This design comes from an exercise in tuning for small area and a short achievable clock period on the open sky130 flow, not from production work.
No functional check of the RTL was part of any run shown here.

==> flow/design.v (outline; a module is shown in full before it is edited, if it fits) <==
// module PWM_duty_cycle: 976 lines
// module PWM_duty_cycle_out: 8 lines
module PWM_duty_cycle (
    input clk,
    input rst,
    input pwm_in,
    output reg [7:0] duty_cycle
);
  // ...
==> flow/run.sh <==
#!/bin/bash
# synth_recipe.tcl (not shown) runs the flow's synth.tcl, then flattens the netlist and writes it again
# the make line also repeats each setting of config.mk as NAME=value (left out here)
make -C /OpenROAD-flow-scripts/flow DESIGN_CONFIG=/design/flow/config.mk WORK_HOME=/design/flow/orfs CLKGATE_MAP_FILE= SYNTH_SCRIPT=/design/flow/synth_recipe.tcl finish
==> flow/config.mk <==
export PLATFORM = sky130hd
export DESIGN_NAME = PWM_duty_cycle
export DESIGN_NICKNAME = PWM_duty_cycle
export VERILOG_FILES = /design/flow/design.v
export SDC_FILE = /design/flow/constraint.sdc
export NUM_CORES = 4
export LEC_CHECK = 0
export CAP_MARGIN = 20
export CORE_MARGIN = 2
export CORE_UTILIZATION = 40
export CTS_BUF_LIST = sky130_fd_sc_hd__clkbuf_4 sky130_fd_sc_hd__clkbuf_8
export SLEW_MARGIN = 20
export SYNTH_HIERARCHICAL = 1
==> flow/constraint.sdc <==
create_clock -name core_clock -period 110.0 [get_ports {clk}]
set_input_delay 22.0000 -clock core_clock [delete_from_list [all_inputs] [get_ports {clk}]]
set_output_delay 22.0000 -clock core_clock [all_outputs]
set_load 0.01 [all_outputs]
==> metrics.yaml, run 1 <==
place:
  placedCellCount: 1953
  place_hpwl_um: 27300
final_layout:
  clock_buffers: 13
  largestClassByArea: "multi-input combinational cells"
  multi_input_cells: 1235
  bufAreaShareNonClock: 0.0175
detailed_routing:
  finalWirelength_um: 33900
  first_iter_violations: 534
  wl_met2_um: 16100
worst_setup_path:
  worst-path-buf-inv: 2
  path_max_fanout: 18
floorplanning:
  start_util: 0.405
  die-area_um2: 36300
  taps: 455
synthesis:
  yosys_warnings: 7
  ys_top_cells_by_count: "fa_1, inv_1, ha_1"
  yosysTopAreaCellShare: 0.240
  synth_top_family_by_area: "adder cells"
sta:
  holdWs_ps: 395
  slew_viol_final: 0
  fin_tns_setup_ps: 0
global_route:
  met3_usage: 0.0204
status:
  outcome: "finished clean"
clock_tree:
  htree_num_levels: 3
  cts_resized: 0
  root_buffer: "clkbuf_8"
==> run 2, diff against run 1 <==
--- a/flow/design.v
+++ b/flow/design.v
@@ -438,68 +438,33 @@
     assign s4d6[9] = s4v6[9] ^ T4[9] ^ s4b6[9];
     assign s4d6[10] = s4v6[10] ^ T4[10] ^ s4b6[10];
     assign s4d6[11] = s4v6[11] ^ T4[11] ^ s4b6[11];
     assign s4d6[12] = s4v6[12] ^ T4[12] ^ s4b6[12];
     assign s4d6[13] = s4v6[13] ^ T4[13] ^ s4b6[13];
     assign s4d6[14] = s4v6[14] ^ T4[14] ^ s4b6[14];
     assign s4d6[15] = s4v6[15] ^ T4[15] ^ s4b6[15];
     assign s4d6[16] = s4v6[16] ^ 1'b0 ^ s4b6[16];
-    wire [16:0] s4g6, s4p6;
-    assign s4g6[0] = ~s4v6[0] & T4[0];
-    assign s4p6[0] = ~(s4v6[0] ^ T4[0]);
-    assign s4g6[1] = ~s4v6[1] & T4[1];
-    assign s4p6[1] = ~(s4v6[1] ^ T4[1]);
-    assign s4g6[2] = ~s4v6[2] & T4[2];
-    assign s4p6[2] = ~(s4v6[2] ^ T4[2]);
-    assign s4g6[3] = ~s4v6[3] & T4[3];
-    assign s4p6[3] = ~(s4v6[3] ^ T4[3]);
-    assign s4g6[4] = ~s4v6[4] & T4[4];
-    assign s4p6[4] = ~(s4v6[4] ^ T4[4]);
-    assign s4g6[5] = ~s4v6[5] & T4[5];
-    assign s4p6[5] = ~(s4v6[5] ^ T4[5]);
-    assign s4g6[6] = ~s4v6[6] & T4[6];
-    assign s4p6[6] = ~(s4v6[6] ^ T4[6]);
-    assign s4g6[7] = ~s4v6[7] & T4[7];
-    assign s4p6[7] = ~(s4v6[7] ^ T4[7]);
-    assign s4g6[8] = ~s4v6[8] & T4[8];
-    assign s4p6[8] = ~(s4v6[8] ^ T4[8]);
-    assign s4g6[9] = ~s4v6[9] & T4[9];
-    assign s4p6[9] = ~(s4v6[9] ^ T4[9]);
-    assign s4g6[10] = ~s4v6[10] & T4[10];
-    assign s4p6[10] = ~(s4v6[10] ^ T4[10]);
-    assign s4g6[11] = ~s4v6[11] & T4[11];
-    assign s4p6[11] = ~(s4v6[11] ^ T4[11]);
-    assign s4g6[12] = ~s4v6[12] & T4[12];
-    assign s4p6[12] = ~(s4v6[12] ^ T4[12]);
-    assign s4g6[13] = ~s4v6[13] & T4[13];
-    assign s4p6[13] = ~(s4v6[13] ^ T4[13]);
-    assign s4g6[14] = ~s4v6[14] & T4[14];
-    assign s4p6[14] = ~(s4v6[14] ^ T4[14]);
-    assign s4g6[15] = ~s4v6[15] & T4[15];
-    assign s4p6[15] = ~(s4v6[15] ^ T4[15]);
-    assign s4g6[16] = ~s4v6[16] & 1'b0;
-    assign s4p6[16] = ~(s4v6[16] ^ 1'b0);
-    assign s4b6[1] = s4g6[0] | (s4p6[0] & s4b6[0]);
-    assign s4b6[2] = s4g6[1] | (s4p6[1] & s4g6[0]) | (s4p6[1] & s4p6[0] & s4b6[0]);
-    assign s4b6[3] = s4g6[2] | (s4p6[2] & s4b6[2]);
-    assign s4b6[4] = s4g6[3] | (s4p6[3] & s4g6[2]) | (s4p6[3] & s4p6[2] & s4b6[2]);
-    assign s4b6[5] = s4g6[4] | (s4p6[4] & s4b6[4]);
-    assign s4b6[6] = s4g6[5] | (s4p6[5] & s4g6[4]) | (s4p6[5] & s4p6[4] & s4b6[4]);
-    assign s4b6[7] = s4g6[6] | (s4p6[6] & s4b6[6]);
-    assign s4b6[8] = s4g6[7] | (s4p6[7] & s4g6[6]) | (s4p6[7] & s4p6[6] & s4b6[6]);
-    assign s4b6[9] = s4g6[8] | (s4p6[8] & s4b6[8]);
-    assign s4b6[10] = s4g6[9] | (s4p6[9] & s4g6[8]) | (s4p6[9] & s4p6[8] & s4b6[8]);
-    assign s4b6[11] = s4g6[10] | (s4p6[10] & s4b6[10]);
-    assign s4b6[12] = s4g6[11] | (s4p6[11] & s4g6[10]) | (s4p6[11] & s4p6[10] & s4b6[10]);
-    assign s4b6[13] = s4g6[12] | (s4p6[12] & s4b6[12]);
-    assign s4b6[14] = s4g6[13] | (s4p6[13] & s4g6[12]) | (s4p6[13] & s4p6[12] & s4b6[12]);
-    assign s4b6[15] = s4g6[14] | (s4p6[14] & s4b6[14]);
-    assign s4b6[16] = s4g6[15] | (s4p6[15] & s4g6[14]) | (s4p6[15] & s4p6[14] & s4b6[14]);
-    assign s4b6[17] = s4g6[16] | (s4p6[16] & s4b6[16]);
+    assign s4b6[1] = (~s4v6[0] & T4[0]) | (~(s4v6[0] ^ T4[0]) & s4b6[0]);
+    assign s4b6[2] = (~s4v6[1] & T4[1]) | (~(s4v6[1] ^ T4[1]) & s4b6[1]);
+    assign s4b6[3] = (~s4v6[2] & T4[2]) | (~(s4v6[2] ^ T4[2]) & s4b6[2]);
+    assign s4b6[4] = (~s4v6[3] & T4[3]) | (~(s4v6[3] ^ T4[3]) & s4b6[3]);
+    assign s4b6[5] = (~s4v6[4] & T4[4]) | (~(s4v6[4] ^ T4[4]) & s4b6[4]);
+    assign s4b6[6] = (~s4v6[5] & T4[5]) | (~(s4v6[5] ^ T4[5]) & s4b6[5]);
+    assign s4b6[7] = (~s4v6[6] & T4[6]) | (~(s4v6[6] ^ T4[6]) & s4b6[6]);
+    assign s4b6[8] = (~s4v6[7] & T4[7]) | (~(s4v6[7] ^ T4[7]) & s4b6[7]);
+    assign s4b6[9] = (~s4v6[8] & T4[8]) | (~(s4v6[8] ^ T4[8]) & s4b6[8]);
+    assign s4b6[10] = (~s4v6[9] & T4[9]) | (~(s4v6[9] ^ T4[9]) & s4b6[9]);
+    assign s4b6[11] = (~s4v6[10] & T4[10]) | (~(s4v6[10] ^ T4[10]) & s4b6[10]);
+    assign s4b6[12] = (~s4v6[11] & T4[11]) | (~(s4v6[11] ^ T4[11]) & s4b6[11]);
+    assign s4b6[13] = (~s4v6[12] & T4[12]) | (~(s4v6[12] ^ T4[12]) & s4b6[12]);
+    assign s4b6[14] = (~s4v6[13] & T4[13]) | (~(s4v6[13] ^ T4[13]) & s4b6[13]);
+    assign s4b6[15] = (~s4v6[14] & T4[14]) | (~(s4v6[14] ^ T4[14]) & s4b6[14]);
+    assign s4b6[16] = (~s4v6[15] & T4[15]) | (~(s4v6[15] ^ T4[15]) & s4b6[15]);
+    assign s4b6[17] = (~s4v6[16] & 1'b0) | (~(s4v6[16] ^ 1'b0) & s4b6[16]);
     wire s4ge6 = ~s4b6[17];
     wire [15:0] s4r6 = s4ge6 ? s4d6[15:0] : s4v6[15:0];
     wire [16:0] s4v5 = {s4r6[15:0], n4[5]};
     wire [17:0] s4b5;
     wire [16:0] s4d5;
     assign s4b5[0] = 1'b0;
     assign s4d5[0] = s4v5[0] ^ T4[0] ^ s4b5[0];
     assign s4d5[1] = s4v5[1] ^ T4[1] ^ s4b5[1];
==> metrics.yaml, run 2 <==
status:
  outcome: "finished clean"  # unchanged
sta:
  period_share: 0.216  # about the same
  relSlewSlack: 0.320  # was 0.271
  rsz0062_at_grt: "false"  # unchanged
  final.min_clock_period_ps: 23810  # about the same
  setup_ws_ps: 86190  # about the same
  tightest_slew_ps: 1020  # was 1090 ps
  setup_viol: 0  # unchanged
  fin_tns_setup_ps: 0  # unchanged
  max_freq_mhz: 42.0  # about the same
  slew_viol_final: 0  # unchanged
  skew_ps: 14.6  # was 22.0 ps
  hold_viol: 0  # unchanged
clock_tree:
  clockBufferDepth: 2  # unchanged
  root_buffer: "clkbuf_8"  # unchanged
  htree_num_levels: 3  # unchanged
  cts-hold-fix-buffers: 0  # unchanged
  insertion_delay_ps: 380  # was 400 ps
  postCtsSetupBuffers: 0  # unchanged
  cts_resized: 0  # unchanged
  clk_pin_slew_worst_paths_ps: 100  # was 90 ps
  cts_tree: "done"  # unchanged
  cts_buffers: 9  # unchanged
  numClockSinks: 91  # unchanged
synthesis:
  synth-simple-area-share: 0.139  # was 0.146
  synth_fa_ha_area_frac: 0.350  # was 0.356
  netlist_area_um2: 14000  # was 13900 um^2
  synthCells: 1465  # was 1519
  synth.distinct_cells: 95  # was 75
  yosysMostFrequentCell: "fa_1"  # unchanged
  yosysTopAreaCellShare: 0.248  # was 0.240
  ys_top_cells_by_count: "fa_1, inv_1, ha_1"  # unchanged
  synth.yosys.seq_area_share: 0.134  # was 0.135
  yosys.area.top_type: "fa_1"  # unchanged
  synthFlopType: "dfxtp_1"  # unchanged
  syn-num-nets: 1756  # was 1817
  synth_seq_cells: 91  # unchanged
  synth_edf_count: 0  # unchanged
  synth_mux_area_frac: 0.142  # was 0.112
  async_flop_share: 0.110  # unchanged
  synth_compound_area_frac: 0.113  # was 0.125
  synthTopCellsByArea: "fa_1, dfxtp_1, ha_1"  # unchanged
  syn_avg_cell_area_um2: 9.58  # was 9.15 um^2
  yosys_warnings: 7  # unchanged
  synth_xor_area_frac: 0.0684  # was 0.0712
  synth_top_family_by_area: "adder cells"  # unchanged
hold_path:
  worstHoldEndpoint: "nx2[13]"  # was nx2[10]
  hold_start: "a_r[11]"  # was a_r[8]
  hold_path.class: "flip-flop to flip-flop"  # unchanged
  min_path_cells: 0  # unchanged
final_layout:
  largest_reg_flops: 21  # unchanged
  layout_common_cells: "fa_1, inv_1, ha_1"  # unchanged
  area_delta_synth_final_pct: 5.88  # was 5.80%
  fill_cells: 3392  # was 3446
  finalNetCount: 1752  # was 1807
  instances_no_fill: 1920  # was 1969
  post-route-util: 0.430  # was 0.428
  top_register: "a_r"  # unchanged
  layout_commonest_cell: "fa_1"  # unchanged
  largest_registers: "a_r x21, pr4 x16, t x16"  # unchanged
  antennaDiodeCount: 0  # unchanged
  drive_gt1_frac: 0.119  # was 0.0984
worst_setup_path:
  path_max_fanout: 21  # was 18
  rr_startpoint: "t[1]"  # unchanged
  path_class: "flip-flop to flip-flop"  # was input pin to flip-flop
  cp.depth: 80  # was 5
  cp_slowest_cell: "a2111oi_0"  # was nor3b_2
  worst_setup_path_end_kind: "flip-flop"  # unchanged
  worst_ep_required_time_ps: 110320  # was 110270 ps
  worst-path-buf-inv: 7  # was 2
  cp_slowest_stage_delay_ps: 820  # was 910 ps
  crit_path_start_kind: "flip-flop"  # was input pin
  arrival_ps: 24130  # was 24080 ps
  r2r_end: "duty_cycle[0]"  # was pr2[1]
  cpMostUsedCell: "fa_1"
  critPathTopFamily: "adder cells"  # was simple AND/OR/NAND/NOR gates
  rrSetupSlack_ps: 86190  # was 87760 ps
  r2r_cells: 80  # was 78
floorplanning:
  row_count: 68  # unchanged
  start_util: 0.406  # was 0.405
  core_um2: 34500  # was 34400 um^2
  io_pins: 11  # unchanged
  chipWidth_um: 191  # was 190 um
  die-area_um2: 36600  # was 36300 um^2
  die_y_um: 191  # was 190 um
detailed_routing:
  num_vias: 10400  # was 10700
  first_iter_violations: 525  # was 534
  ant_nets: 0  # unchanged
  drcViolationCount: 0  # unchanged
  finalWirelength_um: 33200  # was 33900 um
  routedWlPerCell_um: 17.3  # was 17.2 um
  firstDrtPassIters: 5  # unchanged
  viasPerCell: 5.44  # about the same
place:
  placedCellCount: 1905  # was 1953
  place_congestion: 0.871  # was 0.854
  dp_worst_setup_slack_ps: 86100  # was 85780 ps
  port_buffers: 10  # unchanged
  place_hpwl_um: 27300  # about the same
global_route:
  grt_max_degree: 29  # was 37
  grt_pass1_vias: 10700  # was 10800
  grt_use_total: 0.193  # was 0.195
  grt_antenna_before_repair: 0  # unchanged
  grt_pass1_wl_um: 56100  # was 56300 um
  grt_overflow: 0  # unchanged
run:
  maxCapViolCount: 0  # unchanged
## run 2: cell count changes after synthesis, moves of 9 or more
cell      change
a21oi_1      -37
clkbuf_1     -19
ha_1         -14
mux2_1       +12
mux2i_1      +15
nand2b_1      -9
nor2_1       -30
o21ai_0       -9
## run 2: cells by family (layout without fill, tap and decap cells)
kind of cell             Yosys count  count (layout)
AO/OA/AOI/OAI                    230             230
XOR/XNOR                         107             107
adder cells (fa/ha/maj)          288             288
buffers and inverters            186             186
flip-flops                        91              91
multiplexers                     181             181
AND/OR/NAND/NOR                  382             382
## run 2: worst max-delay path by stage
stage / from / endpoint / slack [ps]
finish: t[1] / duty_cycle[0] / 86190
floorplan: pwm_in / duty_cycle[0] / 86890
global placement: pwm_in / duty_cycle[5] / 86100
detailed placement: pwm_in / duty_cycle[7] / 86100
global route: t[1] / duty_cycle[0] / 84410
CTS: t[1] / duty_cycle[0] / 86190
## run 2: worst register-to-register path: cells and delay by family (launching register included)
family | cells | cell delay [ps]
simple gates | 14 | 2950
mux | 7 | 2340
flops | 1 | 720
buf+inv | 7 | 2040
compound gates | 31 | 7770
fa+ha+maj | 21 | 7960
## run 2: per-module statistics from Yosys (local to each module, per instance)
module              cell area (um^2)  cells inside  copies in the design  flops+latches
PWM_duty_cycle                 13900          1456                     1             91
PWM_duty_cycle_out               131             9                     1              0
## run 2: stage by stage
| step | hold WS, ps | area, um^2 |
|---|---|---|
| 2_1_floorplan | 326 | 14000 |
| 3_3_place_gp | 412 | 14600 |
| 3_5_place_dp | 414 | 14600 |
| 4_1_cts | 430 | 14900 |
| 5_1_grt | 446 | 14900 |
| 6_report | 431 | 14900 |
## run 2: metal layers
metal | routed length [um] | vias up | global-route usage
met5 | 0 | - | 0
met4 | 909 | 0 | 0.0571
met3 | 907 | 41 | 0.0182
met1 | 15500 | 5152 | 0.260
met2 | 16000 | 158 | 0.329
li1 | - | 5088 | -
## run 2: cell type report
class	count	area (um^2)	share of cell area
Sequential cell	91	1870	0.126
Multi-Input combinational cell	1188	11400	0.767
Tap cell	455	569	0.0383
Timing Repair Buffer	30	250	0.0168
Clock inverter	6	115	0.00775
Clock buffer	9	124	0.00834
Inverter	141	529	0.0356

==> port drivers added, routing unchanged <==
The flow's constraints put no driver on any port. The routed layouts listed below were extracted and timed again, unchanged, in two steps.
Step 1 (the two cells are an assumption about what drives the block):
set clk [get_ports {clk}]
set_driving_cell -lib_cell sky130_fd_sc_hd__clkbuf_16 $clk
set_driving_cell -lib_cell sky130_fd_sc_hd__buf_2 [delete_from_list [all_inputs] $clk]
Step 2 adds t to the input delays and takes it off the output delays; t is the mean of the earliest and latest rising clock arrival at the registers after step 1. Input paths then give back, and output paths get back, about the clock's delay inside the block.
Three values: ideal, step 1, step 2; two values: the first two.
run	t, ns	setup slack, ns	worst setup path at the end	worst register clock-pin slew, ns	worst slew at a driven data input, ns
run 1	0.432	86.186 / 86.205 / 85.773	input to register	0.10 / 0.10	0.03
run 2	0.421	86.190 / 86.190 / 86.103	input to register	0.10 / 0.10	0.03
After both steps setup and hold are still met in every run listed. The setup slack of run 1, which loses most, moves by +0.019 ns with the drivers and by -0.413 ns with both steps.
